This design comes from an exercise in tuning for small area on the open sky130 flow, not from production work. Where RTL was checked, it was by simulation tests only, not by an equivalence proof against the original. Power is estimated from default activity; no workload was simulated.

==> flow/design.v <==
module rising_edge_detector (
    input clk,           
    input reset_n,       
    input input_signal,  
    output rising_edge_detected  
);
reg input_signal_d1;
reg input_signal_d2;
always @(posedge clk or negedge reset_n) begin
    if (!reset_n) begin
        input_signal_d1 <= 0;
        input_signal_d2 <= 0;
    end else begin
        input_signal_d1 <= input_signal;
        input_signal_d2 <= input_signal_d1;
    end
end
assign rising_edge_detected = ~input_signal_d2 & input_signal_d1;
endmodule
module fi_channel (
    input  clk,
    input  rst,
    input  pin,
    input  ph0,       
    input  dph0,      
    input  [1:0] sph,
    input  hclr,      
    input  frz,
    input  mstate,
    input  accept,
    output hbit,      
    output slbit      
);
wire e;
rising_edge_detector red (
    .clk(clk),
    .reset_n(rst),
    .input_signal(pin),
    .rising_edge_detected(e)
);
reg [3:0] L;
reg fH, fD, cH, cD;
reg [27:0] H;
reg [13:0] D;
reg [3:0] SL;
wire w   = e & (&L);
wire toD = frz | accept;
wire hout = H[0] & ~hclr;
wire a    = mstate & D[0];
wire cHe  = ph0 ? (fH | (mstate & fD)) : cH;
wire hin  = hout ^ a ^ cHe;
wire cHn  = (hout & a) | (hout & cHe) | (a & cHe);
wire cDe  = dph0 ? (fD & frz) : cD;
wire din  = frz & (D[0] ^ cDe);
always @(posedge clk or negedge rst) begin
    if (!rst)
        L <= 4'd0;
    else if (e)
        L <= L + 1'b1;
end
always @(posedge clk or negedge rst) begin
    if (!rst)
        fH <= 1'b0;
    else
        fH <= (w & ~toD) | (fH & ~ph0);
end
always @(posedge clk) begin
    cH <= cHn;
    fD <= (w & toD) | (fD & ~dph0);
    cD <= D[0] & cDe;
end
always @(posedge clk) begin
    H <= {hin, H[27:1]};
    D <= {din, D[13:1]};
    if (accept)
        SL <= L;
end
assign hbit  = hout;
assign slbit = SL[sph];
endmodule
module fastinput_in (
    input  rst,
    input  clk,
    input  [3:0] Fast,
    input  ph0,
    input  dph0,
    input  [1:0] sph,
    input  hclr,
    input  frz,
    input  mstate,
    input  accept,
    output [3:0] hbit,
    output [3:0] slbit
);
genvar i;
generate
    for (i = 0; i < 4; i = i + 1) begin : ch
        fi_channel u (
            .clk(clk), .rst(rst), .pin(Fast[i]),
            .ph0(ph0), .dph0(dph0), .sph(sph),
            .hclr(hclr), .frz(frz), .mstate(mstate), .accept(accept),
            .hbit(hbit[i]), .slbit(slbit[i])
        );
    end
endgenerate
endmodule
module Receive2uart(
	input  uart_rxd,
	input  Clk,
	input  Rst,
	output is_cmd,
	output reg Rx_Done
);
reg s0_uart_rx, s1_uart_rx;
reg tmp0_uart_rx, tmp1_uart_rx;
reg uart_state;
reg [4:0] div_cnt;
reg [7:0] bps_cnt;
reg [1:0] acc;
reg match;
wire bps_Clk = uart_state && (div_cnt == 5'd3);
wire nedege = !tmp0_uart_rx & tmp1_uart_rx;
wire reject = (bps_cnt == 8'd12) && (acc == 2'd3);
wire last   = bps_cnt[7] && (&bps_cnt[4:0]);    
assign is_cmd = match;
always @(posedge Clk or negedge Rst) begin
	if (!Rst) begin
		s0_uart_rx <= 1'b0;
		s1_uart_rx <= 1'b0;
		tmp0_uart_rx <= 1'b0;
		tmp1_uart_rx <= 1'b0;
	end else begin
		s0_uart_rx <= uart_rxd;
		s1_uart_rx <= s0_uart_rx;
		tmp0_uart_rx <= s1_uart_rx;
		tmp1_uart_rx <= tmp0_uart_rx;
	end
end
always @(posedge Clk) begin
	if (uart_state && div_cnt != 5'd19)
		div_cnt <= {div_cnt[3:0], ~(div_cnt[4] ^ div_cnt[2])};
	else
		div_cnt <= 5'd0;
end
always @(posedge Clk) begin
	if (!uart_state || last || reject)
		bps_cnt <= 8'd0;
	else if (bps_Clk)
		bps_cnt <= bps_cnt + 1'b1;
end
always @(posedge Clk or negedge Rst) begin
	if (!Rst)
		Rx_Done <= 1'b0;
	else
		Rx_Done <= uart_state && last;
end
wire in_win = (bps_cnt[3:0] >= 4'd6) && (bps_cnt[3:0] <= 4'd11) && (bps_cnt != 8'd41);
wire [3:0] grp = bps_cnt[7:4];
wire exp_bit = (grp == 4'd1) || (grp == 4'd3);
wire pol = (grp == 4'd0);
wire dbit = (grp == 4'd2) ? !acc[1] : (acc != 2'd3);
always @(posedge Clk) begin
	if (bps_Clk) begin
		if (bps_cnt[3:0] == 4'd0)
			acc <= 2'd0;
		else if (in_win && s1_uart_rx == pol && acc != 2'd3)
			acc <= acc + 1'b1;
		if (bps_cnt == 8'd12)
			match <= 1'b1;
		else if (bps_cnt[3:0] == 4'd12 && grp <= 4'd8 && dbit != exp_bit)
			match <= 1'b0;
	end
end
always @(posedge Clk or negedge Rst) begin
	if (!Rst)
		uart_state <= 1'b0;
	else if (nedege)
		uart_state <= 1'b1;
	else if (Rx_Done || reject)
		uart_state <= 1'b0;
end
endmodule
module Write2uart(
	input Clk,
	input Rst,
	input Send_en,
	input nbit,
	output reg uart_txd,
	output reg TX_Done,
	output reg [3:0] q,
	output slot0
);
reg [8:0] div_cnt;
reg uart_state;
wire div_lo  = uart_state && (div_cnt[8:3] == 6'd0) && div_cnt[1] && div_cnt[0];
wire bps_clk = div_lo && !div_cnt[2];
assign slot0 = div_lo && div_cnt[2];
always @(posedge Clk or negedge Rst) begin
	if (!Rst)
		TX_Done <= 1'b0;
	else
		TX_Done <= uart_state && q10;
end
wire q10 = q[3] && q[1] && !q[0];
wire q_data = !q[3] || (!q[1] && !q[0]);    
always @(posedge Clk or negedge Rst) begin
	if (!Rst)
		uart_state <= 1'b0;
	else if (Send_en)
		uart_state <= 1'b1;
	else if (q10)
		uart_state <= 1'b0;
end
always @(posedge Clk) begin
	if (!uart_state || q10)
		q <= 4'd15;
	else if (bps_clk)
		q <= q + 1'b1;
end
always @(posedge Clk) begin
	if (uart_state && div_cnt != 9'd182)
		div_cnt <= {div_cnt[7:0], ~(div_cnt[8] ^ div_cnt[4])};
	else
		div_cnt <= 9'd0;
end
always @(posedge Clk or negedge Rst) begin
	if (!Rst)
		uart_txd <= 1'b1;
	else if (slot0) begin
		if (q == 4'd0)
			uart_txd <= 1'b0;
		else if (q_data)
			uart_txd <= nbit;
		else
			uart_txd <= 1'b1;
	end
end
endmodule
module fastinput (
    input rst,
    input clk,
	input [3:0]CheckIO,
	input  receive,
    output write
);
wire RxDone;
wire is_cmd;
wire tx_done;
wire [3:0] q;
wire slot0;
reg WriteEnable;
reg acc_d1;          
reg acc_d2;
reg [4:0] m;         
reg [4:0] php;
reg hclr;
reg frz;
reg mstate;
reg nbit;
reg spend;
reg scarry;
reg [3:0] SumLo;
reg [3:0] SumHi;
wire accept = RxDone && !WriteEnable && is_cmd;
wire m16   = m[4] && !m[2];
wire m31   = m[4] && m[1] && m[0];
wire fresh = m[4] && !m[1] && m[0];    
wire [3:0] hbit;
wire [3:0] slbit;
wire ph0  = (php == 5'd4);
wire dph0 = ph0 || (php == 5'd18);
wire ph31 = (php == 5'd31);
Write2uart Write2uart(
	.Clk(clk),
	.Rst(rst),
	.Send_en(WriteEnable),
	.nbit(nbit),
	.uart_txd(write),
	.TX_Done(tx_done),
	.q(q),
	.slot0(slot0)
);
fastinput_in fastinput_in (
    .rst(rst),
    .clk(clk),
    .Fast(CheckIO),
    .ph0(ph0),
    .dph0(dph0),
    .sph(php[1:0]),
    .hclr(hclr),
    .frz(frz),
    .mstate(mstate),
    .accept(accept),
    .hbit(hbit),
    .slbit(slbit)
);
Receive2uart Receive2uart(
	.uart_rxd(receive),
	.Clk(clk),
	.Rst(rst),
	.is_cmd(is_cmd),
	.Rx_Done(RxDone)
);
always @(posedge clk or negedge rst) begin
	if (!rst) begin
		acc_d1 <= 1'b0;
		acc_d2 <= 1'b0;
	end else begin
		acc_d1 <= accept;
		acc_d2 <= acc_d1;
	end
end
always @(posedge clk or negedge rst) begin
	if (!rst)
		WriteEnable <= 1'b0;
	else if (acc_d2)
		WriteEnable <= 1'b1;
	else if (m16)
		WriteEnable <= 1'b0;
end
always @(posedge clk or negedge rst) begin
	if (!rst)
		m <= 5'd29;
	else if (tx_done)
		m <= (m + 1'b1) | {4'd0, fresh};
	else if (m16)
		m <= 5'd30;
end
wire unfz = (m == 5'd15) && q[3] && !q[2];
always @(posedge clk or negedge rst) begin
	if (!rst) begin
		php <= 5'd4;
		hclr <= 1'b1;
		frz <= 1'b0;
		mstate <= 1'b0;
	end else begin
		php <= ph31 ? 5'd4 : php + 1'b1;
		if (ph31)
			hclr <= 1'b0;
		if (accept)
			frz <= 1'b1;
		else if (ph31 && unfz)
			frz <= 1'b0;
		if (ph31)
			mstate <= frz && unfz;
	end
end
wire [1:0] c = m[3:2];
wire [1:0] j = m[1:0];
wire lowm = (php[1:0] == q[1:0]);
wire lowp = (j == 2'd0) && !q[2];
wire hm   = (php[4:2] == {j, q[2]});
reg cond;
reg src;
always @(*) begin
	if (!m[4]) begin
		cond = lowm && (lowp || hm);
		src  = lowp ? slbit[c] : hbit[c];
	end else if (m31) begin
		cond = 1'b1;
		src  = (q == 4'd1) || (q == 4'd2);
	end else if (m[0]) begin
		cond = 1'b1;
		src  = 1'b0;
	end else begin
		cond = lowm;
		src  = q[2] ? SumHi[0] : SumLo[0];
	end
end
always @(posedge clk) begin
	if (!q[3] && cond)
		nbit <= src;
end
wire sadd = spend && !slot0 && !m[4] && (j == 2'd0) && !q[3] && cond;
wire sold = (c != 2'd0) && (q[2] ? SumHi[0] : SumLo[0]);
wire scin = (q[2:0] != 3'd0) && scarry;
wire snew = sold ^ src ^ scin;
always @(posedge clk) begin
	if (slot0)
		spend <= 1'b1;
	else if (sadd)
		spend <= 1'b0;
	if (sadd)
		scarry <= (sold & src) | (sold & scin) | (src & scin);
	SumLo <= (sadd && !q[2]) ? {snew, SumLo[3:1]} : {SumLo[0], SumLo[3:1]};
	SumHi <= (sadd &&  q[2]) ? {snew, SumHi[3:1]} : {SumHi[0], SumHi[3:1]};
end
endmodule
clock: 10.0 ns
lec_check: 0
cap_margin: 20
core_margin: 2
core_utilization: 40
place_density: 0.6
slew_margin: 20
standard.sh (not shown) runs the stock make flow with config.mk's settings and CLKGATE_MAP_FILE= SYNTH_SCRIPT=/design/flow/synth_recipe.tcl, a recipe that flattens the netlist after the stock synthesis.
==> flow/flow/run.sh <==
#!/bin/bash
# The standard layout (standard.sh) with these changes:
#  - synthesis: synth_recipe.tcl unchanged, except that ABC maps the logic
#    with the area-oriented mapping in flow/area.abc (amap) instead of abc_speed.script,
#    adders are left to ABC (no extract_fa, no Kogge-Stone carry map).
#    Registers are created and mapped exactly as in the standard synthesis.
#  - the port buffers that buffer_ports inserts are sky130_fd_sc_hd__buf_1
#    instead of the delay buffer it picks by default;
#  - clock tree synthesis clusters at most 11 flip-flops within 40 um per
#    sky130_fd_sc_hd__clkbuf_4 and adds no dummy loads.
# ORFS writes each step's log under orfs/logs; the make output goes to
# standard.log.
set -euo pipefail
here=$(cd "$(dirname "$0")" && pwd)

cat > synth_area.tcl <<EOS
proc abc {args} {
  set i [lsearch -exact \$args -script]
  if {\$i >= 0 && [string match *abc_speed.script [lindex \$args [expr {\$i + 1}]]]} {
    lset args [expr {\$i + 1}] $here/area.abc
  }
  puts "abc script: [lindex \$args [expr {\$i + 1}]]"
  yosys abc {*}\$args
}
proc extract_fa {args} { puts "extract_fa skipped" }
EOS
cat synth_recipe.tcl >> synth_area.tcl

export SYNTH_OPERATIONS_ARGS="-nordff"
export BUFFER_PORTS_ARGS="-buffer_cell sky130_fd_sc_hd__buf_1"
export CTS_ARGS="-sink_clustering_enable -repair_clock_nets -sink_clustering_size 11 -sink_clustering_max_diameter 40 -buf_list sky130_fd_sc_hd__clkbuf_4 -dont_use_dummy_load"
bash standard.sh SYNTH_SCRIPT=$PWD/synth_area.tcl finish > standard.log 2>&1
==> flow/flow/area.abc <==
strash
dch -f
amap -F 4 -A 10
The starting point ran to the end with no violations.
Rerun with:
--- a/flow/design.v
+++ b/flow/design.v
@@ -267,8 +267,8 @@
 wire fresh = m[4] && !m[1] && m[0];    
 wire [3:0] hbit;
 wire [3:0] slbit;
-wire ph0  = (php == 5'd4);
-wire dph0 = ph0 || (php == 5'd18);
+wire ph0  = !php[4] && !php[3] && !php[1] && !php[0];    
+wire dph0 = ph0 || (php[3:0] == 4'b0010);               
 wire ph31 = (php == 5'd31);
 Write2uart Write2uart(
 	.Clk(clk),
@@ -358,7 +358,7 @@
 		src  = lowp ? slbit[c] : hbit[c];
 	end else if (m31) begin
 		cond = 1'b1;
-		src  = (q == 4'd1) || (q == 4'd2);
+		src  = !q[2] && (q[1] ^ q[0]);    
 	end else if (m[0]) begin
 		cond = 1'b1;
 		src  = 1'b0;
Register-to-register slack improved by 270 ps.
Hold slack got worse by 56 ps.
Cell count falls by 0.31%.
Core utilization stays flat.
Setup slack improved by 41 ps.
Non-clock buffer count does not change.
Wire length falls by 1.3%.
Die area barely changes.
Area after synthesis is about the same.
Combinational power rises by about 2%.
Sequential cell count does not change.
Critical path depth is unchanged.
Total power barely changes.
Fmax rises by 1.3%.
No functional check of the RTL was part of the first run of this note.

port drivers added, routing unchanged:
In the flow no input, the clock included, has a driving cell. The finished layouts below were timed again as built, in two steps.
Step 1 sets driving cells, clkbuf_16 on the clock port and buf_2 on the other inputs (assumed; they add their load-dependent delay and slew).
Step 2 also shifts input and output timing later by t, the mid clock arrival at the registers, as if the neighbouring blocks saw the same clock.
Three values: ideal, step 1, step 2; two values: the first two.
run	shift t [ns]	slack for setup (ns)	hold slack, ns	clock arrival spread, ns	cell pins on the clock port's net
the first run	0.627	6.716 / 6.681 / 6.970	0.298 / 0.298 / 0.298	0.059 / 0.059	1
the second run	0.592	6.757 / 6.723 / 7.244	0.242 / 0.242 / 0.242	0.145 / 0.146	1
After both steps setup and hold are still met in every run listed.
